From an optimization exercise on the open Yosys and OpenROAD flow, aimed at small area and a short achievable clock period; shortcuts taken in it are not production practice.
RTL that was checked went through simulation tests only; none was proved equivalent to the original.
For runs 2 to 6, only the layout was checked, not whether the RTL still works.

==> flow/design.v <==
module shifter #(
  parameter WIDTH = 16
)  
(
  input logic [WIDTH-1:0] shift_in,
  input logic direction,
  input logic [($clog2(WIDTH))-1:0] shift_amount,
  output logic [WIDTH-1:0] shift_out
);
  logic [WIDTH-1:0] temp ;
  always_comb begin
    if (direction == 1'b1)
      temp = (shift_in >> shift_amount) | (shift_in << (WIDTH - shift_amount));
    else
      temp = (shift_in << shift_amount) | (shift_in >> (WIDTH - shift_amount));
  end
  assign shift_out = temp;
endmodule
module round (
  input logic clk, reset,
  input logic [15:0] x_in, y_in, key_in,
  output logic [15:0] x_out, y_out
);
  logic [15:0] S1_sig, S2_sig, S8_sig;
  logic [15:0] x_temp, y_temp;
  shifter #(16) S1 (x_in, 1'b0, 4'd1, S1_sig);
  shifter #(16) S2 (x_in, 1'b0, 4'd8, S8_sig);
  shifter #(16) S3 (x_in, 1'b0, 4'd2, S2_sig);
  always_ff @(posedge clk) begin
	  if (reset) begin
		x_temp <= 16'h00;
		y_temp <= 16'h00;
	  end
	  else begin
		x_temp <= (S1_sig & S8_sig) ^ y_in ^ S2_sig ^ key_in;
		y_temp <= x_in;
	  end
  end
  assign x_out = x_temp;
  assign y_out = y_temp;
endmodule
module key_gen (
  input logic clk, reset,
  input logic [63:0] key_in,
  input logic [31:0] z_in,
  output logic [31:0] z_out,
  output logic [15:0] key_out,
  output logic [63:0] next_key 
);
  logic [15:0] k1;
  logic [15:0] k2;
  logic [15:0] k3;
  logic [15:0] k4;
  logic [15:0] encrypt_c, k4_shifted, temp_1_shifted, C_Z;  
  logic [15:0] temp_1, temp_2, temp_3, temp_4; 			    
  logic [31:0] z_shifted, z_temp;
  shifter #(16) S1 (k4, 1'b1, 4'd3, k4_shifted);
  shifter #(16) S2 (temp_1, 1'b1, 4'd1, temp_1_shifted); 
  shifter #(32) S3 (z_in, 1'b0, 5'd1, z_shifted); 
  always_comb begin
	k1 = key_in[15:0];
	k2 = key_in[31:16];
	k3 = key_in[47:32];
	k4 = key_in[63:48];
  end
  always_comb begin
	C_Z = {{15'd0},{z_in[31]}};
	temp_1 = k4_shifted ^ k2;
	temp_2 = (temp_1 ^ k1);
	temp_3 = temp_2 ^ temp_1_shifted;
	temp_4 = 16'hfffc ^ C_Z;
	encrypt_c = temp_3 ^ temp_4;
  end
  always_ff @(posedge clk) begin
	if (reset) begin
		next_key <= {64{1'b0}};
		z_temp <= {32{1'b0}};
	end
	else begin
		next_key <= {{encrypt_c},{k4},{k3},{k2}};
		z_temp <= z_shifted;
	end
  end
  assign z_out = z_temp;
  assign key_out = k1;
endmodule
module simon32_64 (
	input logic clk, reset,
	input logic in_valid,
	input logic [31:0] plaintext,
	input logic [63:0] key,
	output logic out_valid,
	output logic [31:0] ciphertext
);
	logic [15:0] round_xin, round_yin, round_xout, round_yout;
	logic [15:0] x_in, y_in;
	logic [31:0] plaintext_r, temp_out;
	logic [63:0] key_r;
	logic [511:0] xx_in, yy_in, key_out;
	logic [2047:0] next_key;
	logic [1023:0] z_values;
	logic [31:0] z_0;
	logic [33:0] valid_r;
	assign z_0 = 32'hFA2561CD;
	always_ff @(posedge clk) begin
		plaintext_r <= plaintext;
		key_r <= key;
	end
	assign x_in = plaintext_r[31:16];
	assign y_in = plaintext_r[15:0];
	round round_function_1 (clk, reset, x_in, y_in, key_out[15:0],
							xx_in[15:0], yy_in[15:0]);
	key_gen key_generator_1(clk, reset, key_r, z_0, z_values[31:0],
							key_out[15:0], next_key[63:0]);
	generate
		genvar i;
		for(i=1; i<32; i=i+1) begin : encryption
			round round_function (clk, reset, xx_in[(i-1)*16 +: 16], yy_in[(i-1)*16 +: 16], 
									key_out[i*16 +: 16], xx_in[i*16 +: 16], yy_in[i*16 +: 16]);
			key_gen key_generator(clk, reset, next_key[(i-1)*64 +: 64], z_values[(i-1)*32 +: 32], z_values[i*32 +: 32],
									key_out[i*16 +: 16], next_key[i*64 +: 64]);
		end
	endgenerate
	always_ff @(posedge clk) begin
		if (reset)
			temp_out <= {32{1'b0}};
		else
			temp_out <= {{xx_in[511:496]},{yy_in[511:496]}};			
	end
	assign ciphertext = temp_out;
	always_ff @(posedge clk) begin
		if (reset)
			valid_r <= {34{1'b0}};
		else
			valid_r <= {valid_r[32:0], in_valid};
	end
	assign out_valid = valid_r[33];
endmodule
==> flow/run.sh <==
#!/bin/bash
# synth_recipe.tcl (not shown) runs the flow's synth.tcl, then flattens the netlist and writes it again
# the make line also repeats each setting of config.mk as NAME=value (left out here)
make -C /OpenROAD-flow-scripts/flow DESIGN_CONFIG=/design/flow/config.mk WORK_HOME=/design/flow/orfs CLKGATE_MAP_FILE= SYNTH_SCRIPT=/design/flow/synth_recipe.tcl finish
==> flow/config.mk <==
export PLATFORM = sky130hd
export DESIGN_NAME = simon32_64
export DESIGN_NICKNAME = simon32_64
export VERILOG_FILES = /design/flow/design.v
export SDC_FILE = /design/flow/constraint.sdc
export NUM_CORES = 4
export LEC_CHECK = 0
export CAP_MARGIN = 20
export CORE_MARGIN = 2
export CORE_UTILIZATION = 40
export SLEW_MARGIN = 20
==> flow/constraint.sdc <==
create_clock -name core_clock -period 2.5 [get_ports {clk}]
set_input_delay 0.5000 -clock core_clock [delete_from_list [all_inputs] [get_ports {clk}]]
set_output_delay 0.5000 -clock core_clock [all_outputs]
set_load 0.01 [all_outputs]
==> reports/metrics.json, run 1 <==
{
  "grt_antenna_before_repair": {"value": 12},
  "cpLargestDelayFamily": {"value": "buffers and inverters"},
  "fin_setup_tns": {"value": 0, "unit": "ns"},
  "cpMaxStageDelayCell": {"value": "clkdlybuf4s50_1"},
  "hpwl": {"value": 214000, "unit": "um"},
  "route.met3.wl": {"value": 10200, "unit": "um"},
  "clock_tree.root_cell": {"value": "clkbuf_16"},
  "layout_commonest_cell": {"value": "dfxtp_1"},
  "cts_resized": {"value": 0},
  "avgViaCountPerCell": {"value": 4.41},
  "timing.critical_path.fanout_max": {"value": 1},
  "multi_input_area": {"value": 50600, "unit": "um^2"},
  "cts_sinks": {"value": 3099},
  "synth.yosys.warnings": {"value": 5},
  "worstMarginPinSlew": {"value": 0.760, "unit": "ns"},
  "post_synthesis_sequential_area_ratio": {"value": 0.543},
  "startpoint_type": {"value": "flop"},
  "timing.critical_path.buf_inv": {"value": 1},
  "seqCellArea": {"value": 62000, "unit": "um^2"},
  "vias_in_the_first_global_route": {"value": 61900},
  "cts_post_setup_buffers_inserted": {"value": 0},
  "netlist_area": {"value": 114000, "unit": "um^2"},
  "arrival": {"value": 1.87, "unit": "ns"},
  "post_route_cells_drive_above_1_share": {"value": 0.0766},
  "worst_setup_skew_after_layout": {"value": 0.0606, "unit": "ns"},
  "flip_flop_and_latch_count_after_synthesis": {"value": 3099},
  "net_count_of_the_mapped_netlist": {"value": 9037},
  "clock.fmax": {"value": 0.423, "unit": "GHz"},
  "rows": {"value": 196},
  "report.final.hold_viol_count": {"value": 0},
  "rsz_0062_raised_after_global_routing": {"value": "no"},
  "layout.filler_cells": {"value": 25300},
  "timing.final.setup_violations": {"value": 0},
  "die_width": {"value": 538, "unit": "um"},
  "drt.antenna.violating_nets": {"value": 0},
  "tritoncts": {"value": "done"},
  "timing.critical_path.slowest_cell_delay": {"value": 0.57, "unit": "ns"},
  "boundaryPins": {"value": 132},
  "start_util": {"value": 0.401},
  "design.final.nets": {"value": 9304},
  "place.port_buffers": {"value": 131},
  "core-area": {"value": 285000, "unit": "um^2"},
  "timing.rr.start": {"value": "encryption[8].round_function.x_temp[6]$_SDFF_PP0_"},
  "highest_routed_metal_layer": {"value": "met4"},
  "htree_num_levels": {"value": 5},
  "synth.distinct_cells": {"value": 18},
  "layout.cells.most_common_list": {"value": "dfxtp_1, nor2b_1, xnor3_1, and2_1, xor2_1"},
  "global_placement_routability_congestion": {"value": 0.856},
  "clock_tree.buffer_depth": {"value": 4},
  "avgSynthCellArea": {"value": 12.8, "unit": "um^2"},
  "sum_of_routed_wire_length_over_all_layers": {"value": 281000, "unit": "um"},
  "route.met2.wl": {"value": 138000, "unit": "um"},
  "max_cap_violations": {"value": 0},
  "worst_setup_path_end_kind": {"value": "output port"},
  "floorplan.die_area": {"value": 290000, "unit": "um^2"},
  "max_slew_margin": {"value": 0.493},
  "path_clk_slew": {"value": 0.06, "unit": "ns"},
  "hold_buf_count_cts": {"value": 62},
  "worst_setup_path_startpoint": {"value": "temp_out[20]$_SDFF_PP0_"},
  "first_pass_iters": {"value": 5},
  "critical_path_required": {"value": 2.00, "unit": "ns"},
  "post-route-min-period": {"value": 2.37, "unit": "ns"},
  "largest_net_degree_at_the_start_of_global_routing": {"value": 150},
  "area_growth": {"value": 14.9, "unit": "%"},
  "synthCells": {"value": 8938},
  "routedLengthMet1": {"value": 124000, "unit": "um"},
  "drc_violation_count_after_routing": {"value": 0},
  "post-route-period-util": {"value": 0.947},
  "finalMaxSlewViolations": {"value": 0},
  "vias": {"value": 58300},
  "global_route.usage.total": {"value": 0.190},
  "final_cell_count_no_fill": {"value": 13200},
  "wl_per_cell": {"value": 21.2, "unit": "um"},
  "worst_skew_pair.late_latency": {"value": 0.91, "unit": "ns"},
  "final.hold.worst_slack": {"value": 0.0661, "unit": "ns"},
  "global_route.overflow_total": {"value": 0},
  "total_cts_buffers": {"value": 325},
  "outcome": {"value": "timing/DRC/antenna clean"},
  "placed_cells": {"value": 12600},
  "drt_iter0_markers": {"value": 3268},
  "critical_path.cell_chain": {"value": "clkdlybuf4s50_1"},
  "dieHeight": {"value": 538, "unit": "um"},
  "timing.setup.critical_path_class": {"value": "flop to output port"},
  "worst_hold_path_type": {"value": "input pin to flop"},
  "hold_path.startpoint": {"value": "key[32]"},
  "grt_first_pass_wirelength": {"value": 410000, "unit": "um"}
}
[final timing paths]
path	slack (ns)	cells past startpoint	end
max	0.13	1	ciphertext[20]
min	0.07	1	key_r[32]$_DFF_P_
max reg2reg	0.94	3	encryption[9].round_function.x_temp[8]$_SDFF_PP0_
min reg2reg	0.41	1	encryption[23].key_generator.next_key[26]$_SDFF_PP0_
[logic make-up (layout without fill, tap and decap cells)]
family        Yosys count  in the layout  share of synthesized area
simple gates         3514           3514                      0.173
other cells             0              4                          0
xor+xnor             1933           1933                      0.264
buf+inv               334            856                     0.0139
mux                    58             58                    0.00572
flops                3099           3099                      0.543
[cell usage after synthesis]
library cell	count	share of area
clkbuf_1	77	0.0025
nand2_1	512	0.017
xnor2_1	405	0.031
and2_1	583	0.032
buf_4	3	0.00020
xor2_2	23	0.0033
xor3_1	264	0.055
clkbuf_2	1	0.000044
xor2_1	556	0.043
xnor3_1	638	0.13
nor2_1	377	0.012
buf_6	1	0.000099
xnor2_2	47	0.0067
buf_2	251	0.011
nor2b_1	2042	0.11
inv_2	1	0.000033
dfxtp_1	3099	0.54
mux2_2	58	0.0057
[flip-flops by register name (all words and copies together) (netlist names)]
signal                             flops
plaintext_r                           32
encryption.round_function.x_temp     496
encryption.key_generator.next_key   1824
encryption.key_generator.z_temp       24
temp_out                              32
encryption.round_function.y_temp     496
key_generator_1.next_key              64
round_function_1.x_temp               16
key_r                                 64
valid_r                               34
key_generator_1.z_temp                 1
round_function_1.y_temp               16
[final cells by class]
class	count	share of cell area
repair buffers	273	0.0219
clock inverters	115	0.0120
clock buffers	467	0.0719
well taps	3762	0.0359
multi-input cells	5505	0.386
flip-flops and latches	3099	0.473
diodes	4	0.0000763
inverters	1	0.0000858
[metal layers]
layer,GRT usage,up-vias
met5,0,-
met4,0.0573,0
met3,0.0228,438
met2,0.331,1119
met1,0.248,28400
li1,-,28400
[through the flow]
stage          setup slack (ns)  cell area [um^2]   util
5_1_grt                  0.0383            131000  0.461
2_1_floorplan              1.15            114000      -
3_5_place_dp              0.461            120000  0.420
4_1_cts                 0.00271            131000  0.461
6_report                  0.134            131000  0.461
3_3_place_gp              0.489            120000  0.420
==> inputs of run 2 (changes only) <==
==> flow/design.v (replaced) <==
module shifter #(
  parameter int AMOUNT = 1
) (
  input  logic [15:0] shift_in,
  output logic [15:0] shift_out
);
  assign shift_out = (shift_in << AMOUNT) | (shift_in >> (16 - AMOUNT));
endmodule
module round (
  input  logic [15:0] x_in, y_in, key_in,
  output logic [15:0] x_out, y_out
);
  logic [15:0] s1, s2, s8;
  shifter #(1) S1 (x_in, s1);
  shifter #(8) S8 (x_in, s8);
  shifter #(2) S2 (x_in, s2);
  assign x_out = (s1 & s8) ^ y_in ^ s2 ^ key_in;
  assign y_out = x_in;
endmodule
module key_gen (
  input  logic [63:0] key_in,
  input  logic        zbit,
  output logic [63:0] key_out
);
  logic [15:0] k3r3, t, tr1;
  shifter #(13) S3 (key_in[63:48], k3r3);    
  assign t = k3r3 ^ key_in[31:16];
  shifter #(15) S1 (t, tr1);                 
  assign key_out = {key_in[15:0] ^ t ^ tr1 ^ 16'hfffc ^ {15'd0, zbit}, key_in[63:16]};
endmodule
module simon32_64 (
  input  logic        clk, reset,
  input  logic        in_valid,
  input  logic [31:0] plaintext,
  input  logic [63:0] key,
  output logic        out_valid,
  output logic [31:0] ciphertext
);
  localparam logic [32:0] REG_AFTER = 33'h155555555;
  localparam int NREG = 17;
  localparam logic [31:0] Z0 = 32'hFA2561CD;
  logic [15:0] xc [0:32], yc [0:32], xs [0:32], ys [0:32];
  logic [63:0] kc [0:32], ks [0:32];
  assign xc[0] = plaintext[31:16];
  assign yc[0] = plaintext[15:0];
  assign kc[0] = key;
  genvar r;
  generate
    for (r = 0; r <= 32; r++) begin : st
      if (REG_AFTER[r]) begin : q
        logic [15:0] xq, yq;
        logic [63:0] kq;
        always_ff @(posedge clk) begin
          xq <= xc[r];
          yq <= yc[r];
          kq <= kc[r];
        end
        assign xs[r] = xq;
        assign ys[r] = yq;
        assign ks[r] = kq;
      end else begin : w
        assign xs[r] = xc[r];
        assign ys[r] = yc[r];
        assign ks[r] = kc[r];
      end
      if (r < 32) begin : rd
        round   R (xs[r], ys[r], ks[r][15:0], xc[r+1], yc[r+1]);
        key_gen K (ks[r], Z0[31-r], kc[r+1]);
      end
    end
  endgenerate
  assign ciphertext = {xs[32], ys[32]};
  logic [NREG-1:0] valid_r;
  always_ff @(posedge clk) begin
    if (reset)
      valid_r <= '0;
    else
      valid_r <= {valid_r, in_valid};
  end
  assign out_valid = valid_r[NREG-1];
endmodule
==> reports/metrics.json, run 2 <==
{
  "vias_in_the_first_global_route": {"value": 36000, "change": "-42%"},
  "synth_top_cells_by_count": {"value": "xnor2_1, dfxtp_1, xor2_1, nand2_1, xnor3_1"},
  "post_route_cells_drive_above_1_share": {"value": 0.0638, "change": "-0.0128"},
  "finalMaxSlewViolations": {"value": 0, "change": "unchanged"},
  "worst_setup_skew_after_layout": {"value": 0.0403, "unit": "ns", "change": "-0.0203 ns"},
  "final.hold.worst_slack": {"value": 0.141, "unit": "ns", "change": "+0.0754 ns"},
  "largest_reg_flops": {"value": 960, "change": "-47%"},
  "clock_tree.buffer_depth": {"value": 3, "change": "-1"},
  "timing.critical_path.slowest_cell_delay": {"value": 0.54, "unit": "ns", "change": "-0.03 ns"},
  "max_cap_violations": {"value": 0, "change": "unchanged"},
  "synth_compound_area_frac": {"value": 0, "change": "unchanged"},
  "synthCells": {"value": 4878, "change": "-45%"},
  "floorplan.die_area": {"value": 162000, "unit": "um^2", "change": "-44%"},
  "postLayoutCoreUtil": {"value": 0.465, "change": "+0.00352"},
  "critical_path_required": {"value": 2.00, "unit": "ns", "change": "about the same"},
  "layout_commonest_cell": {"value": "xnor2_1"},
  "r2r_end": {"value": "st[6].q.kq[60]$_DFF_P_"},
  "post-route-period-util": {"value": 0.862, "change": "-0.0848"},
  "cts_resized": {"value": 0, "change": "unchanged"},
  "startpoint_type": {"value": "flop"},
  "timing.rr.start": {"value": "st[4].q.kq[17]$_DFF_P_"},
  "worst_hold_path_type": {"value": "input pin to flop"},
  "worst_skew_pair.late_latency": {"value": 0.80, "unit": "ns", "change": "-0.11 ns"},
  "timing.critical_path.buf_inv": {"value": 1, "change": "unchanged"},
  "grt_antenna_before_repair": {"value": 2, "change": "-10"},
  "drc_violation_count_after_routing": {"value": 0, "change": "unchanged"},
  "top_register": {"value": "st.q.kq"},
  "timing.critical_path.fanout_max": {"value": 1, "change": "unchanged"},
  "cts_post_setup_buffers_inserted": {"value": 0, "change": "unchanged"},
  "synth_top_family_by_area": {"value": "XOR/XNOR gates"},
  "total_cts_buffers": {"value": 165, "change": "-49%"},
  "worstMarginPinSlew": {"value": 0.745, "unit": "ns", "change": "-0.0154 ns"},
  "worst-r2r-setup-slack": {"value": 0.38, "unit": "ns", "change": "-0.56 ns"},
  "outcome": {"value": "timing/DRC/antenna clean"},
  "min_path_cells": {"value": 1, "change": "unchanged"},
  "grt_first_pass_wirelength": {"value": 265000, "unit": "um", "change": "-35%"},
  "cpMaxStageDelayCell": {"value": "clkdlybuf4s50_1"},
  "drt_iter0_markers": {"value": 2371, "change": "-27%"},
  "global_route.overflow_total": {"value": 0, "change": "unchanged"},
  "post_synthesis_sequential_area_ratio": {"value": 0.489, "change": "-0.0538"},
  "sum_of_routed_wire_length_over_all_layers": {"value": 187000, "unit": "um", "change": "-33%"},
  "max_slew_margin": {"value": 0.500, "change": "+0.00668"},
  "flip_flop_and_latch_count_after_synthesis": {"value": 1553, "change": "-50%"},
  "synth_edf_count": {"value": 0, "change": "unchanged"},
  "synthAdderAreaFrac": {"value": 0, "change": "unchanged"},
  "whs_endpoint": {"value": "st[0].q.kq[0]$_DFF_P_"},
  "vias": {"value": 33400, "change": "-43%"},
  "htree_num_levels": {"value": 4, "change": "-1"},
  "wl_per_cell": {"value": 25.3, "unit": "um", "change": "+19%"},
  "drt.antenna.violating_nets": {"value": 0, "change": "unchanged"},
  "worst_setup_path_end_kind": {"value": "output port"},
  "ff2ff_path_depth": {"value": 4, "change": "+1"},
  "cpLargestDelayFamily": {"value": "buffers and inverters"},
  "hold_buf_count_cts": {"value": 0, "change": "-100%"},
  "die_width": {"value": 403, "unit": "um", "change": "-25%"},
  "largest_net_degree_at_the_start_of_global_routing": {"value": 18, "change": "-88%"},
  "hold_path.startpoint": {"value": "key[0]"},
  "first_pass_iters": {"value": 5, "change": "unchanged"},
  "boundaryPins": {"value": 132, "change": "unchanged"},
  "avgSynthCellArea": {"value": 13.0, "unit": "um^2", "change": "+1.9%"},
  "start_util": {"value": 0.402, "change": "+0.000885"},
  "dieHeight": {"value": 403, "unit": "um", "change": "-25%"},
  "post_synth_xor_area_fraction": {"value": 0.477, "change": "+0.212"},
  "synth.distinct_cells": {"value": 15, "change": "-3"},
  "core-area": {"value": 158000, "unit": "um^2", "change": "-45%"},
  "clock.fmax": {"value": 0.464, "unit": "GHz", "change": "+9.8%"},
  "arrival": {"value": 1.65, "unit": "ns", "change": "-0.22 ns"},
  "rows": {"value": 146, "change": "-26%"},
  "fraction_of_the_mapped_netlist_area_in_simple_logic_gates": {"value": 0.0319, "change": "-0.141"},
  "synth-main-ff-cell": {"value": "dfxtp_1"},
  "global_route.usage.total": {"value": 0.231, "change": "+0.0409"},
  "net_count_of_the_mapped_netlist": {"value": 4977, "change": "-45%"},
  "cts_sinks": {"value": 1553, "change": "-50%"},
  "clock_tree.root_cell": {"value": "clkbuf_16"},
  "largestRegisters": {"value": "st.q.kq (960), st.q.xq (272), st.q.yq (272)"},
  "avgViaCountPerCell": {"value": 4.53, "change": "+2.7%"},
  "layout.filler_cells": {"value": 14300, "change": "-44%"},
  "tritoncts": {"value": "done"},
  "yosys.cell_count.top_type": {"value": "xnor2_1"},
  "report.final.hold_viol_count": {"value": 0, "change": "unchanged"},
  "synth.largest_area_cell": {"value": "dfxtp_1"},
  "timing.final.setup_violations": {"value": 0, "change": "unchanged"},
  "post-route-min-period": {"value": 2.15, "unit": "ns", "change": "-0.212 ns"},
  "netlist_area": {"value": 63500, "unit": "um^2", "change": "-44%"},
  "synth.mux.area_fraction": {"value": 0, "change": "-0.00572"},
  "async_reset_ff_frac": {"value": 0, "change": "unchanged"},
  "synth_top_cell_area_share": {"value": 0.489, "change": "-0.0538"},
  "hpwl": {"value": 153000, "unit": "um", "change": "-28%"},
  "design.final.nets": {"value": 5276, "change": "-43%"},
  "layout.cells.most_common_list": {"value": "xnor2_1, dfxtp_1, xor2_1, nand2_1, xnor3_1"},
  "synth.area.top_cells": {"value": "dfxtp_1, xnor2_1, xnor3_1, xor2_1, nand2_1"},
  "global_placement_routability_congestion": {"value": 0.921, "change": "+7.6%"},
  "area_growth": {"value": 15.5, "unit": "%"},
  "rsz_0062_raised_after_global_routing": {"value": "no"},
  "fin_setup_tns": {"value": 0, "unit": "ns", "change": "unchanged"},
  "path_clk_slew": {"value": 0.06, "unit": "ns", "change": "about the same"},
  "synth.yosys.warnings": {"value": 13, "change": "+8"},
  "critical_path.cell_chain": {"value": "clkdlybuf4s50_1"},
  "timing.setup.critical_path_class": {"value": "flop to output port"},
  "place.port_buffers": {"value": 131, "change": "unchanged"}
}
run 2: changes by cell type in the layout (fill, tap and decap cells not counted), sizes merged, moves of 232 or more:
| cell | before | now |
|---|---|---|
| nor2 | 377 | 0 |
| xor3 | 264 | 19 |
| and2 | 583 | 0 |
| xnor3 | 638 | 403 |
| dfxtp | 3099 | 1553 |
| xnor2 | 452 | 1720 |
| clkbuf | 467 | 235 |
| nor2b | 2042 | 17 |
run 2: cell type report:
| type | count | area, um^2 | share of cell area |
|---|---|---|---|
| Antenna cell | 1 | 2.50 | 0.0000341 |
| Clock buffer | 235 | 4800 | 0.0655 |
| Clock inverter | 68 | 1050 | 0.0144 |
| Inverter | 6 | 22.5 | 0.000307 |
| Multi-Input combinational cell | 3291 | 32300 | 0.440 |
| Sequential cell | 1553 | 31100 | 0.424 |
| Tap cell | 2072 | 2590 | 0.0353 |
| Timing Repair Buffer | 160 | 1530 | 0.0208 |
run 2: layer usage:
layer,routed length (um),share of wire,GRT usage
met5,0,0,0
met4,5400,0.029,0.0709
met3,7730,0.041,0.0293
met2,93800,0.50,0.409
met1,80200,0.43,0.293
run 2: worst max path at each step:
stage	startpoint	to	slack [ns]	cells after the start
after floorplan	st[14].q.kq[21]$_DFF_P_	st[16].q.kq[49]$_DFF_P_	0.78	4
after global placement	st[0].q.kq[21]$_DFF_P_	st[2].q.kq[49]$_DFF_P_	0.43	4
after detailed placement	st[4].q.kq[17]$_DFF_P_	st[6].q.kq[60]$_DFF_P_	0.43	4
after CTS	st[32].q.xq[4]$_DFF_P_	ciphertext[20]	0.27	1
after global routing	st[32].q.xq[15]$_DFF_P_	ciphertext[31]	0.27	1
final	st[32].q.xq[15]$_DFF_P_	ciphertext[31]	0.35	1
run 2: stage by stage:
stage	area (um^2)	worst slack [ns]	cells
detailed placement	67500	0.428	7082
finish	73400	0.346	7386
CTS	73400	0.267	7385
global route	73400	0.273	7385
global placement	67500	0.427	7082
floorplan	63500	0.782	4878
run 2: cell families after synthesis:
logic type / Yosys count
xor+xnor: 2762
simple gates: 529
flops: 1553
buf+inv: 34
run 2: worst register-to-register path: stages (launching register included):
cell	delay (ns)
dfxtp_1	0.59
xnor3_1	0.45
xnor2_2	0.35
xnor2_1	0.18
xnor3_1	0.43
==> inputs of run 3 (changes only) <==
--- a/flow/design.v
+++ b/flow/design.v
@@ -37,6 +37,6 @@
   output logic [31:0] ciphertext
 );
-  localparam logic [32:0] REG_AFTER = 33'h155555555;
-  localparam int NREG = 17;
+  localparam logic [32:0] REG_AFTER = 33'h111111110;
+  localparam int NREG = 8;
   localparam logic [31:0] Z0 = 32'hFA2561CD;
   logic [15:0] xc [0:32], yc [0:32], xs [0:32], ys [0:32];
==> reports/metrics.json, run 3 <==
{
  "clock_tree.buffer_depth": {"value": 3, "change": "unchanged"},
  "timing.setup.critical_path_class": {"value": "flop to flop"},
  "grt_first_pass_wirelength": {"value": 291000, "unit": "um", "change": "+9.6%"},
  "avgSynthCellArea": {"value": 12.2, "unit": "um^2", "change": "-6.1%"},
  "total_cts_buffers": {"value": 82, "change": "-50%"},
  "vias": {"value": 40000, "change": "+20%"},
  "synth_top_cell_area_share": {"value": 0.270, "change": "-0.220"},
  "worst_setup_skew_after_layout": {"value": 0.0554, "unit": "ns", "change": "+0.0150 ns"},
  "drt.antenna.violating_nets": {"value": 0, "change": "unchanged"},
  "finalMaxSlewViolations": {"value": 0, "change": "unchanged"},
  "vias_in_the_first_global_route": {"value": 43300, "change": "+20%"},
  "synth.area.top_cells": {"value": "dfxtp_1, xnor3_1, xnor2_1, xor2_1, xnor2_2"},
  "sum_of_routed_wire_length_over_all_layers": {"value": 204000, "unit": "um", "change": "+9.1%"},
  "post_synthesis_sequential_area_ratio": {"value": 0.270, "change": "-0.220"},
  "global_route.usage.total": {"value": 0.296, "change": "+0.0651"},
  "design.final.nets": {"value": 6624, "change": "+26%"},
  "largest_reg_flops": {"value": 448, "change": "-53%"},
  "critical_path_required": {"value": 3.05, "unit": "ns", "change": "+1.05 ns"},
  "postLayoutCoreUtil": {"value": 0.642, "change": "+0.177"},
  "wl_per_cell": {"value": 24.5, "unit": "um", "change": "-3.5%"},
  "report.final.hold_viol_count": {"value": 0, "change": "unchanged"},
  "max_slew_margin": {"value": 0.612, "change": "+0.112"},
  "clock_tree.root_cell": {"value": "clkbuf_16"},
  "worstMarginPinSlew": {"value": 0.581, "unit": "ns", "change": "-0.163 ns"},
  "max_cap_violations": {"value": 0, "change": "unchanged"},
  "rsz_0062_raised_after_global_routing": {"value": "yes"},
  "drc_violation_count_after_routing": {"value": 0, "change": "unchanged"},
  "layout_commonest_cell": {"value": "buf_4"},
  "rows": {"value": 133, "change": "-8.9%"},
  "largest_net_degree_at_the_start_of_global_routing": {"value": 15, "change": "-3"},
  "post_route_cells_drive_above_1_share": {"value": 0.586, "change": "+0.522"},
  "startpoint_type": {"value": "flop"},
  "drt_iter0_markers": {"value": 2342, "change": "-1.2%"},
  "htree_num_levels": {"value": 3, "change": "-1"},
  "worst_skew_pair.late_latency": {"value": 0.71, "unit": "ns", "change": "-0.09 ns"},
  "tritoncts": {"value": "done"},
  "yosys.cell_count.top_type": {"value": "xnor2_1"},
  "timing.critical_path.fanout_max": {"value": 4, "change": "+3"},
  "outcome": {"value": "failed layout checks"},
  "avgViaCountPerCell": {"value": 4.79, "change": "+5.7%"},
  "start_util": {"value": 0.403, "change": "+0.000643"},
  "timing.final.setup_violations": {"value": 180, "change": "+180"},
  "synth.yosys.warnings": {"value": 13, "change": "unchanged"},
  "worst_hold_path_type": {"value": "input pin to flop"},
  "area_growth": {"value": 59.4, "unit": "%"},
  "cts_sinks": {"value": 712, "change": "-54%"},
  "synth_edf_count": {"value": 0, "change": "unchanged"},
  "grt_antenna_before_repair": {"value": 3, "change": "+1"},
  "first_pass_iters": {"value": 5, "change": "unchanged"},
  "core-area": {"value": 131000, "unit": "um^2", "change": "-17%"},
  "post-route-min-period": {"value": 2.83, "unit": "ns", "change": "+0.675 ns"},
  "top_register": {"value": "st.q.kq"},
  "synth.largest_area_cell": {"value": "dfxtp_1"},
  "synth.distinct_cells": {"value": 24, "change": "+9"},
  "arrival": {"value": 3.38, "unit": "ns", "change": "+1.73 ns"},
  "global_placement_routability_congestion": {"value": 0.929, "change": "+0.86%"},
  "path_clk_slew": {"value": 0.07, "unit": "ns", "change": "about the same"},
  "synth-main-ff-cell": {"value": "dfxtp_1"},
  "synth_top_cells_by_count": {"value": "xnor2_1, dfxtp_1, xor2_1, xnor3_1, nand2_1"},
  "netlist_area": {"value": 52900, "unit": "um^2", "change": "-17%"},
  "net_count_of_the_mapped_netlist": {"value": 4424, "change": "-11%"},
  "hpwl": {"value": 161000, "unit": "um", "change": "+4.7%"},
  "global_route.overflow_total": {"value": 0, "change": "unchanged"},
  "hold_buf_count_cts": {"value": 0, "change": "unchanged"},
  "synthCells": {"value": 4325, "change": "-11%"},
  "place.port_buffers": {"value": 131, "change": "unchanged"},
  "flip_flop_and_latch_count_after_synthesis": {"value": 712, "change": "-54%"},
  "die_width": {"value": 368, "unit": "um", "change": "-8.7%"},
  "post-route-worst-setup-slack": {"value": -0.330, "unit": "ns", "change": "-0.675 ns"},
  "floorplan.die_area": {"value": 135000, "unit": "um^2", "change": "-17%"},
  "boundaryPins": {"value": 132, "change": "unchanged"},
  "async_reset_ff_frac": {"value": 0, "change": "unchanged"},
  "post-route-period-util": {"value": 1.13, "change": "+0.270"},
  "clock.fmax": {"value": 0.353, "unit": "GHz", "change": "-24%"},
  "so_faults": {"value": "negative setup slack"},
  "largestRegisters": {"value": "st.q.kq (448), st.q.xq (128), st.q.yq (128)"},
  "worst_setup_path_end_kind": {"value": "flop"},
  "dieHeight": {"value": 368, "unit": "um", "change": "-8.7%"},
  "fin_setup_tns": {"value": -23.07, "unit": "ns", "change": "-23.07 ns"},
  "layout.cells.most_common_list": {"value": "buf_4, xnor2_1, dfxtp_1, xor2_1, xnor3_1"}
}
run 3: changes by cell type in the layout (fill, tap and decap cells not counted), moves of 163 or more:
cell / before / now
buf_4: 29 / 1917
dfxtp_1: 1553 / 503
xnor2_1: 1700 / 1047
nand2_1: 512 / 187
xnor2_2: 19 / 271
xnor3_2: 6 / 246
xor2_1: 608 / 422
buf_6: 0 / 166
xor2_2: 12 / 175
run 3: cell type report:
type / instances / area (um^2)
fillers: 9668 / 47000
multi-input cells: 3458 / 46100
repair buffers: 2244 / 18200
flip-flops and latches: 712 / 14700
clock buffers: 109 / 2290
well taps: 1755 / 2200
clock inverters: 43 / 658
inverters: 27 / 101
diodes: 2 / 5.00
run 3: cells by family after synthesis:
kind of cell              synth area share
AOI/OAI and AO/OA                   0.0121
DFF                                  0.270
xor gates and xnor gates             0.645
buffers and inverters               0.0134
and+or+nand+nor                     0.0600
run 3: layer usage:
metal  vias to the layer above  part of all wire  GRT usage
met5                         -          0.000064          0
met4                         2             0.046      0.114
met3                       434             0.036     0.0292
met2                      1075              0.51      0.535
met1                     20100              0.40      0.362
li1                      18400                 -          -
run 3: timing repair:
action | in CTS | in global routing
buffers inserted | 265 | 73
pin swaps | 555 | 165
endpoints found under the hold margin | 0 | 0
setup endpoints to repair | 253 | 277
resized for setup | 1650 | 373
run 3: stage by stage:
stage | cell area [um^2] | hold slack [ns] | setup WS (ns) | std cells
after detailed placement | 69600 | 0.428 | -1.14 | 7889
after floorplan | 53000 | 0.414 | -0.0445 | 4325
final | 84300 | 0.379 | -0.330 | 8350
after CTS | 81900 | 0.331 | -0.289 | 8278
after global placement | 69600 | 0.422 | -1.16 | 7889
after global routing | 84300 | 0.351 | -0.384 | 8350
run 3: worst max-delay path, cell delays in order (launching register included):
cell and delay (ns):
dfxtp_4 0.37, xor2_2 0.18, xnor3_2 0.46, buf_6 0.17, nand2_2 0.07, xnor3_2 0.46
and3_4 0.21, buf_4 0.14, nor4_4 0.18, buf_4 0.17, xnor3_1 0.29
run 3: final timing paths:
path / startpoint / endpoint / slack, ns / cells past startpoint
max reg2reg: st[8].q.xq[10]$_DFF_P_ / st[12].q.xq[14]$_DFF_P_ / -0.33 / 10
min: in_valid / valid_r[0]$_SDFF_PP0_ / 0.38 / 2
max: st[8].q.xq[10]$_DFF_P_ / st[12].q.xq[14]$_DFF_P_ / -0.33 / 10
min reg2reg: valid_r[1]$_SDFF_PP0_ / valid_r[2]$_SDFF_PP0_ / 0.44 / 1
==> inputs of run 4 (changes only) <==
--- a/flow/design.v
+++ b/flow/design.v
@@ -37,6 +37,6 @@
   output logic [31:0] ciphertext
 );
-  localparam logic [32:0] REG_AFTER = 33'h111111110;
-  localparam int NREG = 8;
+  localparam logic [32:0] REG_AFTER = 33'h122108420;
+  localparam int NREG = 7;
   localparam logic [31:0] Z0 = 32'hFA2561CD;
   logic [15:0] xc [0:32], yc [0:32], xs [0:32], ys [0:32];
==> reports/metrics.json, run 4 <==
{
  "dpl_cell_area": {"value": 66100, "unit": "um^2", "change": "-5.1%"},
  "timing.critical_path.fanout_max": {"value": 4, "change": "unchanged"},
  "die_width": {"value": 346, "unit": "um", "change": "-5.8%"},
  "worstMarginPinSlew": {"value": 0.909, "unit": "ns", "change": "+0.327 ns"},
  "layout_commonest_cell": {"value": "buf_4"},
  "rsz_0062_raised_after_global_routing": {"value": "yes"},
  "total_cts_buffers": {"value": 69, "change": "-16%"},
  "drt_iter0_markers": {"value": 3068, "change": "+31%"},
  "finalMaxSlewViolations": {"value": 0, "change": "unchanged"},
  "start_util": {"value": 0.404, "change": "+0.000777"},
  "design.final.nets": {"value": 6829, "change": "+3.1%"},
  "post-route-min-period": {"value": 3.22, "unit": "ns", "change": "+0.392 ns"},
  "synth.distinct_cells": {"value": 39, "change": "+63%"},
  "layout.cells.most_common_list": {"value": "buf_4, xnor2_1, xnor2_2, buf_6, dfxtp_1"},
  "drt.antenna.violating_nets": {"value": 0, "change": "unchanged"},
  "netlist_area": {"value": 46900, "unit": "um^2", "change": "-11%"},
  "wl_per_cell": {"value": 24.9, "unit": "um", "change": "+1.8%"},
  "grt_first_pass_wirelength": {"value": 276000, "unit": "um", "change": "-5.0%"},
  "drc_violation_count_after_routing": {"value": 0, "change": "unchanged"},
  "flip_flop_and_latch_count_after_synthesis": {"value": 599, "change": "-16%"},
  "floorplan.die_area": {"value": 120000, "unit": "um^2", "change": "-11%"},
  "synth_edf_count": {"value": 0, "change": "unchanged"},
  "sum_of_routed_wire_length_over_all_layers": {"value": 207000, "unit": "um", "change": "+1.3%"},
  "clock_tree.root_cell": {"value": "clkbuf_16"},
  "cts_sinks": {"value": 599, "change": "-16%"},
  "post_route_cells_drive_above_1_share": {"value": 0.647, "change": "+0.0615"},
  "critical_path_required": {"value": 3.07, "unit": "ns", "change": "+0.02 ns"},
  "global_placement_routability_congestion": {"value": 0.999, "change": "+7.5%"},
  "fin_setup_tns": {"value": -92.95, "unit": "ns", "change": "-69.88 ns"},
  "dieHeight": {"value": 346, "unit": "um", "change": "-5.8%"},
  "worst_hold_path_type": {"value": "input pin to flop"},
  "grt_antenna_before_repair": {"value": 2, "change": "-1"},
  "core-area": {"value": 116000, "unit": "um^2", "change": "-11%"},
  "rows": {"value": 125, "change": "-6.0%"},
  "synth_top_family_by_area": {"value": "XOR/XNOR gates"},
  "avgViaCountPerCell": {"value": 4.86, "change": "+1.6%"},
  "post-route-period-util": {"value": 1.29, "change": "+0.157"},
  "first_pass_iters": {"value": 5, "change": "unchanged"},
  "vias_in_the_first_global_route": {"value": 41100, "change": "-5.2%"},
  "path_clk_slew": {"value": 0.06, "unit": "ns", "change": "about the same"},
  "synth.mux.area_fraction": {"value": 0, "change": "unchanged"},
  "synth.yosys.warnings": {"value": 13, "change": "unchanged"},
  "largest_reg_flops": {"value": 320, "change": "-29%"},
  "max_cap_violations": {"value": 0, "change": "unchanged"},
  "dp_worst_setup_slack": {"value": -1.25, "unit": "ns", "change": "-0.113 ns"},
  "layout.filler_cells": {"value": 7201, "change": "-26%"},
  "global_route.overflow_total": {"value": 0, "change": "unchanged"},
  "post-route-worst-setup-slack": {"value": -0.721, "unit": "ns", "change": "-0.392 ns"},
  "worst_setup_skew_after_layout": {"value": 0.0403, "unit": "ns", "change": "-0.0150 ns"},
  "worst_setup_path_end_kind": {"value": "flop"},
  "report.final.hold_viol_count": {"value": 0, "change": "unchanged"},
  "final.hold.worst_slack": {"value": 0.332, "unit": "ns", "change": "-0.0474 ns"},
  "htree_num_levels": {"value": 3, "change": "unchanged"},
  "post_synth_xor_area_fraction": {"value": 0.652, "change": "+0.00704"},
  "synthAdderAreaFrac": {"value": 0, "change": "unchanged"},
  "top_register": {"value": "st.q.kq"},
  "arrival": {"value": 3.79, "unit": "ns", "change": "+0.41 ns"},
  "area_growth": {"value": 81.6, "unit": "%"},
  "global_route.usage.total": {"value": 0.316, "change": "+0.0198"},
  "synth.largest_area_cell": {"value": "xnor2_1"},
  "synth_top_cells_by_count": {"value": "xnor2_1, xor2_1, dfxtp_1, xnor3_1, nand2_1"},
  "tritoncts": {"value": "done"},
  "timing.final.setup_violations": {"value": 292, "change": "+62%"},
  "worst_skew_pair.late_latency": {"value": 0.67, "unit": "ns", "change": "-0.04 ns"},
  "fraction_of_the_mapped_netlist_area_in_simple_logic_gates": {"value": 0.0622, "change": "+0.00220"},
  "synth.area.top_cells": {"value": "xnor2_1, dfxtp_1, xnor3_1, xor2_1, nand2_1"},
  "timing.setup.critical_path_class": {"value": "flop to flop"},
  "synth_compound_area_frac": {"value": 0.0120, "change": "-0.000161"},
  "largest_net_degree_at_the_start_of_global_routing": {"value": 15, "change": "unchanged"},
  "async_reset_ff_frac": {"value": 0, "change": "unchanged"},
  "post_synthesis_sequential_area_ratio": {"value": 0.256, "change": "-0.0138"},
  "final_cell_area": {"value": 85100, "unit": "um^2", "change": "+1.0%"},
  "clock.fmax": {"value": 0.310, "unit": "GHz", "change": "-12%"},
  "synth_top_cell_area_share": {"value": 0.330, "change": "+0.0605"},
  "outcome": {"value": "failed layout checks"},
  "place.port_buffers": {"value": 131, "change": "unchanged"},
  "boundaryPins": {"value": 132, "change": "unchanged"},
  "net_count_of_the_mapped_netlist": {"value": 4430, "change": "+0.14%"},
  "largestRegisters": {"value": "st.q.kq (320), st.q.xq (112), st.q.yq (112)"},
  "synth-main-ff-cell": {"value": "dfxtp_1"},
  "vias": {"value": 40400, "change": "+1.1%"},
  "yosys.cell_count.top_type": {"value": "xnor2_1"},
  "avgSynthCellArea": {"value": 10.8, "unit": "um^2", "change": "-11%"},
  "synthCells": {"value": 4331, "change": "+0.14%"},
  "so_faults": {"value": "negative setup slack"},
  "startpoint_type": {"value": "flop"},
  "clock_tree.buffer_depth": {"value": 3, "change": "unchanged"},
  "hpwl": {"value": 152000, "unit": "um", "change": "-5.1%"},
  "max_slew_margin": {"value": 0.390, "change": "-0.222"}
}
[run 4: worst paths after layout]
kind	end	slack (ns)	from	cells past startpoint
worst max-delay path	st[20].q.kq[51]$_DFF_P_	-0.72	st[15].q.kq[55]$_DFF_P_	11
worst min-delay path	st[5].q.kq[3]$_DFF_P_	0.33	key[19]	3
worst max register to register	st[20].q.kq[51]$_DFF_P_	-0.72	st[15].q.kq[55]$_DFF_P_	11
worst min register to register	valid_r[2]$_SDFF_PP0_	0.43	valid_r[1]$_SDFF_PP0_	1
[run 4: kinds of logic (layout without fill, tap and decap cells)]
kind of cell,Yosys count,in the layout
simple gates,615,615
buf+inv,197,2647
compound gates,90,90
xor+xnor,2830,2830
other cells,0,3
flops,599,599
[run 4: stage by stage]
| step | cells | util |
|---|---|---|
| floorplan | 4331 | - |
| CTS | 8095 | 0.680 |
| detailed placement | 7612 | 0.569 |
| finish | 8308 | 0.733 |
| global route | 8305 | 0.733 |
| global placement | 7612 | 0.569 |
[run 4: layout make-up]
cell class,count,area (um^2),share of cell area
Antenna cell,3,7.51,0.0000882
Tap cell,1524,1910,0.0224
Multi-Input combinational cell,3535,47200,0.554
Clock inverter,28,410,0.00482
Sequential cell,599,12500,0.147
Timing Repair Buffer,2435,20800,0.245
Inverter,90,348,0.00409
Clock buffer,94,1970,0.0232
[run 4: layer usage]
metal	track usage	routed length [um]	vias up
met5	0	0	-
met4	0.107	9860	0
met3	0.0627	13900	498
met2	0.534	101000	1534
met1	0.403	82500	20100
li1	-	-	18300
[run 4: worst max-delay path: stages (launching register included)]
cell     delay (ns)
dfxtp_2        0.35
xnor3_1        0.45
xor2_2         0.27
xor2_2         0.26
buf_6          0.16
buf_6          0.09
xor3_2         0.50
xor2_4         0.35
xnor2_4        0.13
xnor2_2        0.23
xnor2_1        0.17
xnor2_1        0.15
[run 4: timing repair]
item	in CTS	in global routing
pin swaps	677	606
endpoints found under the setup margin	370	363
gates resized for setup	1658	843
hold buffers	0	0
buffers inserted	420	293
==> inputs of run 5 (changes only) <==
--- a/flow/design.v
+++ b/flow/design.v
@@ -37,6 +37,6 @@
   output logic [31:0] ciphertext
 );
-  localparam logic [32:0] REG_AFTER = 33'h122108420;
-  localparam int NREG = 7;
+  localparam logic [32:0] REG_AFTER = 33'h149249248;
+  localparam int NREG = 11;
   localparam logic [31:0] Z0 = 32'hFA2561CD;
   logic [15:0] xc [0:32], yc [0:32], xs [0:32], ys [0:32];
==> reports/metrics.json, run 5 <==
{
  "design.final.nets": {"value": 5241, "change": "-23%"},
  "synth.yosys.warnings": {"value": 13, "change": "unchanged"},
  "arrival": {"value": 3.04, "unit": "ns", "change": "-0.75 ns"},
  "cts_sinks": {"value": 971, "change": "+62%"},
  "endpoint": {"value": "st[27].q.kq[55]$_DFF_P_"},
  "post_synthesis_sequential_area_ratio": {"value": 0.379, "change": "+0.123"},
  "total_cts_buffers": {"value": 105, "change": "+52%"},
  "clock_tree.root_cell": {"value": "clkbuf_16"},
  "drc_violation_count_after_routing": {"value": 0, "change": "unchanged"},
  "vias": {"value": 31900, "change": "-21%"},
  "start_util": {"value": 0.403, "change": "-0.000925"},
  "worst_setup_path_startpoint": {"value": "st[24].q.kq[30]$_DFF_P_"},
  "global_route.usage.total": {"value": 0.260, "change": "-0.0564"},
  "seqCellArea": {"value": 19400, "unit": "um^2", "change": "+56%"},
  "max_slew_margin": {"value": 0.502, "change": "+0.113"},
  "r2r_end": {"value": "st[27].q.kq[55]$_DFF_P_"},
  "async_reset_ff_frac": {"value": 0, "change": "unchanged"},
  "timing.critical_path.slowest_cell_delay": {"value": 0.54, "unit": "ns", "change": "+0.04 ns"},
  "synth-main-ff-cell": {"value": "dfxtp_1"},
  "outcome": {"value": "timing/DRC/antenna clean"},
  "synth.area.top_cells": {"value": "dfxtp_1, xnor2_1, xnor3_1, xor2_1, nand2_1"},
  "synth_top_cell_area_share": {"value": 0.379, "change": "+0.0486"},
  "largest_reg_flops": {"value": 576, "change": "+80%"},
  "yosys.cell_count.top_type": {"value": "xnor2_1"},
  "top_register": {"value": "st.q.kq"},
  "ff2ff_path_depth": {"value": 6, "change": "-5"},
  "clock_tree.buffer_depth": {"value": 3, "change": "unchanged"},
  "critical_path.cell_chain": {"value": "xnor3_1 > xor2_1 > xnor2_1 > xor3_1 > xnor2_2 > xnor2_1"},
  "grt_first_pass_wirelength": {"value": 243000, "unit": "um", "change": "-12%"},
  "boundaryPins": {"value": 132, "change": "unchanged"},
  "place.port_buffers": {"value": 131, "change": "unchanged"},
  "critical_path_required": {"value": 3.12, "unit": "ns", "change": "+0.05 ns"},
  "grt_antenna_before_repair": {"value": 3, "change": "+1"},
  "wl_per_cell": {"value": 24.8, "unit": "um", "change": "-0.23%"},
  "flip_flop_and_latch_count_after_synthesis": {"value": 971, "change": "+62%"},
  "max_cap_violations": {"value": 0, "change": "unchanged"},
  "drt.antenna.violating_nets": {"value": 0, "change": "unchanged"},
  "post_route_cells_drive_above_1_share": {"value": 0.139, "change": "-0.508"},
  "net_count_of_the_mapped_netlist": {"value": 4500, "change": "+1.6%"},
  "critical_path_s_most_frequent_cell": {"value": "xnor2_1"},
  "die_width": {"value": 362, "unit": "um", "change": "+4.6%"},
  "timing.rr.start": {"value": "st[24].q.kq[30]$_DFF_P_"},
  "core-area": {"value": 128000, "unit": "um^2", "change": "+9.7%"},
  "timing.final.setup_violations": {"value": 0, "change": "-100%"},
  "worst_setup_path_end_kind": {"value": "flop"},
  "largest_net_degree_at_the_start_of_global_routing": {"value": 17, "change": "+2"},
  "netlist_area": {"value": 51300, "unit": "um^2", "change": "+9.5%"},
  "layout.cells.most_common_list": {"value": "xnor2_1, dfxtp_1, buf_4, xor2_1, nand2_1"},
  "clock.fmax": {"value": 0.412, "unit": "GHz", "change": "+33%"},
  "finalMaxSlewViolations": {"value": 0, "change": "unchanged"},
  "sum_of_routed_wire_length_over_all_layers": {"value": 171000, "unit": "um", "change": "-17%"},
  "synth_edf_count": {"value": 0, "change": "unchanged"},
  "layout.filler_cells": {"value": 11700, "change": "+63%"},
  "timing.setup.critical_path_class": {"value": "flop to flop"},
  "synth.largest_area_cell": {"value": "dfxtp_1"},
  "tritoncts": {"value": "done"},
  "post-route-period-util": {"value": 0.971, "change": "-0.317"},
  "multi_input_area": {"value": 31900, "unit": "um^2", "change": "-32%"},
  "synth.distinct_cells": {"value": 15, "change": "-62%"},
  "worst-r2r-setup-slack": {"value": 0.07, "unit": "ns", "change": "+0.79 ns"},
  "post-route-min-period": {"value": 2.43, "unit": "ns", "change": "-0.793 ns"},
  "synthCells": {"value": 4401, "change": "+1.6%"},
  "largestRegisters": {"value": "st.q.kq (576), st.q.xq (176), st.q.yq (176)"},
  "drt_iter0_markers": {"value": 2361, "change": "-23%"},
  "cpMaxStageDelayCell": {"value": "xor3_1"},
  "final.hold.worst_slack": {"value": 0.333, "unit": "ns", "change": "+0.00134 ns"},
  "worst_hold_path_type": {"value": "input pin to flop"},
  "hpwl": {"value": 144000, "unit": "um", "change": "-5.4%"},
  "avgViaCountPerCell": {"value": 4.64, "change": "-4.7%"},
  "synth_top_cells_by_count": {"value": "xnor2_1, dfxtp_1, xor2_1, nand2_1, xnor3_1"},
  "rows": {"value": 131, "change": "+4.8%"},
  "avgSynthCellArea": {"value": 11.7, "unit": "um^2", "change": "+7.7%"},
  "path_clk_slew": {"value": 0.06, "unit": "ns", "change": "about the same"},
  "vias_in_the_first_global_route": {"value": 33600, "change": "-18%"},
  "worst_skew_pair.late_latency": {"value": 0.75, "unit": "ns", "change": "+0.08 ns"},
  "startpoint_type": {"value": "flop"},
  "global_route.overflow_total": {"value": 0, "change": "unchanged"},
  "timing.critical_path.fanout_max": {"value": 3, "change": "-1"},
  "floorplan.die_area": {"value": 131000, "unit": "um^2", "change": "+9.4%"},
  "global_placement_routability_congestion": {"value": 0.961, "change": "-3.7%"},
  "dieHeight": {"value": 362, "unit": "um", "change": "+4.6%"},
  "worstMarginPinSlew": {"value": 0.741, "unit": "ns", "change": "-0.168 ns"},
  "htree_num_levels": {"value": 3, "change": "unchanged"},
  "report.final.hold_viol_count": {"value": 0, "change": "unchanged"},
  "area_growth": {"value": 21.2, "unit": "%"},
  "layout_commonest_cell": {"value": "xnor2_1"},
  "first_pass_iters": {"value": 5, "change": "unchanged"},
  "worst_setup_skew_after_layout": {"value": 0.0421, "unit": "ns", "change": "+0.00173 ns"},
  "cts_post_setup_buffers_inserted": {"value": 0, "change": "-100%"}
}
run 5: changes by cell type in the layout (fill, tap and decap cells not counted), moves of 248 or more:
cell     delta
buf_4    -1297
buf_6     -434
dfxtp_1   +571
nand2_1   +337
xnor2_1   +922
xnor2_2   -468
xnor2_4   -258
xnor3_2   -248
run 5: timing repair:
item,CTS,global route
endpoints found under the hold margin,0,0
pin swaps,0,1
endpoints found under the setup margin,3,16
hold buffers,0,0
resized for setup,3,18
run 5: worst max-delay path, delay by kind of cell, from the launching register on:
kind / cells / cell delay, ns
xor gates and xnor gates: 6 / 1.83
DFF: 1 / 0.47
run 5: how the worst min path moves through the flow:
stage	startpoint	to	cells past startpoint
after floorplan	st[15].q.kq[58]$_DFF_P_	st[18].q.kq[10]$_DFF_P_	0
after global placement	st[27].q.kq[59]$_DFF_P_	ks[30][11]$_DFF_P_	0
after detailed placement	st[27].q.kq[59]$_DFF_P_	ks[30][11]$_DFF_P_	0
after CTS	in_valid	valid_r[0]$_SDFF_PP0_	2
after global routing	in_valid	valid_r[0]$_SDFF_PP0_	2
final	in_valid	valid_r[0]$_SDFF_PP0_	2
run 5: per-layer routing:
layer / global-route usage / vias up / part of all wire
met5: 0 / - / 0
met4: 0.0872 / 0 / 0.034
met3: 0.0297 / 261 / 0.045
met2: 0.442 / 832 / 0.48
met1: 0.342 / 15700 / 0.44
li1: - / 15200 / -
run 5: cell families (layout without fill, tap and decap cells):
group         count (synthesis)  after routing  synth area share
simple gates                523            523            0.0388
buf+inv                      26            846           0.00200
xor+xnor                   2881           2881             0.581
other cells                   0              2                 0
flops                       971            971             0.379
run 5: layout make-up:
class | instances | share of cell area
tap | 1662 | 0.0334
clock inverter | 40 | 0.00862
clock buffer | 146 | 0.0477
timing repair buffer | 657 | 0.0847
sequential | 971 | 0.312
multi-input combinational | 3404 | 0.513
antenna | 2 | 0.0000804
inverter | 3 | 0.000181
run 5: per-stage QoR:
step	instance area, um^2	setup TNS [ns]	util	instances	setup WS (ns)
after floorplan	51300	0	-	4401	0.209
after global placement	58600	-4.25	0.460	6697	-0.333
after detailed placement	58600	-4.82	0.460	6697	-0.322
after CTS	62100	0	0.487	6883	0.00538
after global routing	62200	-0.00203	0.488	6885	-0.00203
final	62200	0	0.488	6885	0.0720
==> inputs of run 6 (changes only) <==
--- a/flow/config.mk
+++ b/flow/config.mk
@@ -6,4 +6,5 @@
 export NUM_CORES = 4
 export LEC_CHECK = 0
+export ABC_CLOCK_PERIOD_IN_PS = 1700
 export CAP_MARGIN = 20
 export CORE_MARGIN = 2
==> reports/metrics.json, run 6 <==
{
  "avgSynthCellArea": {"value": 11.7, "unit": "um^2", "change": "unchanged"},
  "post_synthesis_sequential_area_ratio": {"value": 0.379, "change": "unchanged"},
  "post_route_cells_drive_above_1_share": {"value": 0.139, "change": "unchanged"},
  "global_route.overflow_total": {"value": 0, "change": "unchanged"},
  "postLayoutCoreUtil": {"value": 0.488, "change": "unchanged"},
  "cpMaxStageDelayCell": {"value": "xor3_1"},
  "vias_in_the_first_global_route": {"value": 33600, "change": "unchanged"},
  "finalMaxSlewViolations": {"value": 0, "change": "unchanged"},
  "top_register": {"value": "st.q.kq"},
  "worst_setup_skew_after_layout": {"value": 0.0421, "unit": "ns", "change": "unchanged"},
  "tritoncts": {"value": "done"},
  "synth_top_cells_by_count": {"value": "xnor2_1, dfxtp_1, xor2_1, nand2_1, xnor3_1"},
  "timing.critical_path.buf_inv": {"value": 0, "change": "unchanged"},
  "final.hold.worst_slack": {"value": 0.333, "unit": "ns", "change": "unchanged"},
  "worst_skew_pair.late_latency": {"value": 0.75, "unit": "ns", "change": "about the same"},
  "worst_setup_path_end_kind": {"value": "flop"},
  "synth.mux.area_fraction": {"value": 0, "change": "unchanged"},
  "grt_use_met2": {"value": 0.442, "change": "unchanged"},
  "wl_per_cell": {"value": 24.8, "unit": "um", "change": "unchanged"},
  "fraction_of_the_mapped_netlist_area_in_simple_logic_gates": {"value": 0.0388, "change": "unchanged"},
  "worstMarginPinSlew": {"value": 0.741, "unit": "ns", "change": "unchanged"},
  "worst_hold_path_type": {"value": "input pin to flop"},
  "timing.setup.critical_path_class": {"value": "flop to flop"},
  "synth.largest_area_cell": {"value": "dfxtp_1"},
  "core-area": {"value": 128000, "unit": "um^2", "change": "unchanged"},
  "vias": {"value": 31900, "change": "unchanged"},
  "synthAdderAreaFrac": {"value": 0, "change": "unchanged"},
  "boundaryPins": {"value": 132, "change": "unchanged"},
  "synth.yosys.warnings": {"value": 13, "change": "unchanged"},
  "floorplan.die_area": {"value": 131000, "unit": "um^2", "change": "unchanged"},
  "sum_of_routed_wire_length_over_all_layers": {"value": 171000, "unit": "um", "change": "unchanged"},
  "max_cap_violations": {"value": 0, "change": "unchanged"},
  "largest_reg_flops": {"value": 576, "change": "unchanged"},
  "layout_commonest_cell": {"value": "xnor2_1"},
  "yosys.cell_count.top_type": {"value": "xnor2_1"},
  "hpwl": {"value": 144000, "unit": "um", "change": "unchanged"},
  "clock_tree.buffer_depth": {"value": 3, "change": "unchanged"},
  "dp_worst_setup_slack": {"value": -0.322, "unit": "ns", "change": "unchanged"},
  "drc_violation_count_after_routing": {"value": 0, "change": "unchanged"},
  "synthCells": {"value": 4401, "change": "unchanged"},
  "timing.critical_path.slowest_cell_delay": {"value": 0.54, "unit": "ns", "change": "about the same"},
  "synth_top_cell_area_share": {"value": 0.379, "change": "unchanged"},
  "drt.antenna.violating_nets": {"value": 0, "change": "unchanged"},
  "grt_util_met1": {"value": 0.342, "change": "unchanged"},
  "critical_path.cell_chain": {"value": "xnor3_1 > xor2_1 > xnor2_1 > xor3_1 > xnor2_2 > xnor2_1"},
  "groute.layer.met3.usage": {"value": 0.0297, "change": "unchanged"},
  "outcome": {"value": "timing/DRC/antenna clean"},
  "synth_edf_count": {"value": 0, "change": "unchanged"},
  "cpLargestDelayFamily": {"value": "XOR/XNOR gates"},
  "rows": {"value": 131, "change": "unchanged"},
  "post_synth_xor_area_fraction": {"value": 0.581, "change": "unchanged"},
  "synth-main-ff-cell": {"value": "dfxtp_1"},
  "global_placement_routability_congestion": {"value": 0.961, "change": "unchanged"},
  "avgViaCountPerCell": {"value": 4.64, "change": "unchanged"},
  "first_pass_iters": {"value": 5, "change": "unchanged"},
  "dieHeight": {"value": 362, "unit": "um", "change": "unchanged"},
  "global_route.usage.total": {"value": 0.260, "change": "unchanged"},
  "start_util": {"value": 0.403, "change": "unchanged"},
  "arrival": {"value": 3.04, "unit": "ns", "change": "about the same"},
  "timing.final.setup_violations": {"value": 0, "change": "unchanged"},
  "globalRoute.busiestLayer": {"value": "met2"},
  "clock.fmax": {"value": 0.412, "unit": "GHz", "change": "unchanged"},
  "grt_first_pass_wirelength": {"value": 243000, "unit": "um", "change": "unchanged"},
  "post-route-min-period": {"value": 2.43, "unit": "ns", "change": "unchanged"},
  "synth_top_family_by_area": {"value": "XOR/XNOR gates"},
  "cts_sinks": {"value": 971, "change": "unchanged"},
  "clock_tree.root_cell": {"value": "clkbuf_16"},
  "die_width": {"value": 362, "unit": "um", "change": "unchanged"},
  "fin_setup_tns": {"value": 0, "unit": "ns", "change": "unchanged"},
  "critical_path_s_most_frequent_cell": {"value": "xnor2_1"},
  "max_slew_margin": {"value": 0.502, "change": "unchanged"},
  "total_cts_buffers": {"value": 105, "change": "unchanged"},
  "largestRegisters": {"value": "st.q.kq (576), st.q.xq (176), st.q.yq (176)"},
  "synth.distinct_cells": {"value": 15, "change": "unchanged"},
  "post-route-worst-setup-slack": {"value": 0.0720, "unit": "ns", "change": "unchanged"},
  "flip_flop_and_latch_count_after_synthesis": {"value": 971, "change": "unchanged"},
  "startpoint_type": {"value": "flop"},
  "net_count_of_the_mapped_netlist": {"value": 4500, "change": "unchanged"},
  "path_clk_slew": {"value": 0.06, "unit": "ns", "change": "about the same"},
  "netlist_area": {"value": 51300, "unit": "um^2", "change": "unchanged"},
  "post-route-period-util": {"value": 0.971, "change": "unchanged"},
  "design.final.nets": {"value": 5241, "change": "unchanged"},
  "async_reset_ff_frac": {"value": 0, "change": "unchanged"},
  "synth.area.top_cells": {"value": "dfxtp_1, xnor2_1, xnor3_1, xor2_1, nand2_1"},
  "largest_net_degree_at_the_start_of_global_routing": {"value": 17, "change": "unchanged"},
  "critical_path_required": {"value": 3.12, "unit": "ns", "change": "about the same"},
  "timing.critical_path.fanout_max": {"value": 3, "change": "unchanged"},
  "report.final.hold_viol_count": {"value": 0, "change": "unchanged"},
  "htree_num_levels": {"value": 3, "change": "unchanged"},
  "grt_antenna_before_repair": {"value": 3, "change": "unchanged"},
  "drt_iter0_markers": {"value": 2361, "change": "unchanged"},
  "area_growth": {"value": 21.2, "unit": "%", "change": "unchanged"},
  "place.port_buffers": {"value": 131, "change": "unchanged"},
  "layout.cells.most_common_list": {"value": "xnor2_1, dfxtp_1, buf_4, xor2_1, nand2_1"},
  "synth_compound_area_frac": {"value": 0, "change": "unchanged"}
}
## run 6: cell counts after synthesis
Identical to the previous run, type by type.
## run 6: per-stage QoR
| step | cell area, um^2 | cells |
|---|---|---|
| final | 62200 | 6885 |
| after global routing | 62200 | 6885 |
| after CTS | 62100 | 6883 |
| after detailed placement | 58600 | 6697 |
| after global placement | 58600 | 6697 |
| after floorplan | 51300 | 4401 |
## run 6: area by class of cell
type	count	area [um^2]
antenna	2	5.00
clock buffer	146	2970
clock inverter	40	537
fill	11700	65300
inverter	3	11.3
multi-input combinational	3404	31900
sequential	971	19400
tap	1662	2080
timing repair buffer	657	5270
## run 6: kinds of logic (layout without fill, tap and decap cells)
family,count (synthesis),count (layout)
xor gates and xnor gates,2881,2881
buffers and inverters,26,846
DFF,971,971
other,0,2
and+or+nand+nor,523,523
## run 6: final timing paths
path | start | to | slack (ns) | depth (start not counted)
min | in_valid | valid_r[0]$_SDFF_PP0_ | 0.33 | 2
min reg2reg | st[27].q.kq[59]$_DFF_P_ | ks[30][11]$_DFF_P_ | 0.37 | 0
max | st[24].q.kq[30]$_DFF_P_ | st[27].q.kq[55]$_DFF_P_ | 0.07 | 6
max reg2reg | st[24].q.kq[30]$_DFF_P_ | st[27].q.kq[55]$_DFF_P_ | 0.07 | 6
## run 6: worst register-to-register path, stage by stage, from the launching register on
cell     delay, ns
dfxtp_1       0.47
xnor3_1       0.38
xor2_1        0.33
xnor2_1       0.23
xor3_1        0.54
xnor2_2       0.24
xnor2_1       0.11
## run 6: repair_timing
action | 4_1_cts | 5_1_grt
pin swaps | 0 | 1
endpoints found under the hold margin | 0 | 0
buffers inserted | 0 | 0
hold buffers | 0 | 0
resized for setup | 3 | 18
setup endpoints to repair | 3 | 16
## run 6: layer usage
layer,vias to the layer above,part of all wire
met5,-,0
met4,0,0.034
met3,261,0.045
met2,832,0.48
met1,15700,0.44
li1,15200,-

-- afterwards: timing with drivers on the ports --
The results above use ideal ports. As a check the final layouts listed here were re-extracted and re-timed, cells and wires unchanged. Step 1 sets driving cells, clkbuf_16 on the clock port and buf_2 on the other inputs (assumed; they add their load-dependent delay and slew). Step 2 also shifts input and output timing later by t, the mid clock arrival at the registers, as if the neighbouring blocks saw the same clock. a / b / c = no drivers / after step 1 / after step 2; a / b = the first two.
run | shift t [ns] | slack for setup (ns) | hold WS [ns] | worst setup path at the end | slew at the worst register clock pin (ns)
run 1 | 0.972 | 0.134 / 0.036 / -0.297 | 0.066 / -0.004 / 0.413 | input to register | 0.07 / 0.07
run 2 | 0.855 | 0.346 / 0.267 / 0.379 | 0.141 / 0.087 / 0.319 | register to register | 0.07 / 0.07
run 3 | 0.765 | -0.330 / -0.330 / -0.848 | 0.379 / 0.320 / 0.443 | input to register | 0.07 / 0.07
run 4 | 0.724 | -0.721 / -0.721 / -0.862 | 0.332 / 0.280 / 0.427 | input to register | 0.08 / 0.08
run 5 | 0.806 | 0.072 / 0.072 / -0.337 | 0.333 / 0.275 / 0.369 | input to register | 0.07 / 0.07
run 6 | 0.806 | 0.072 / 0.072 / -0.337 | 0.333 / 0.275 / 0.369 | input to register | 0.07 / 0.07
Met with ideal ports but missed after step 2: setup timing in run 1, run 5 and run 6. For run 3, which loses most, drivers alone change the setup slack by 0.000 ns; drivers and shift together by -0.518 ns.
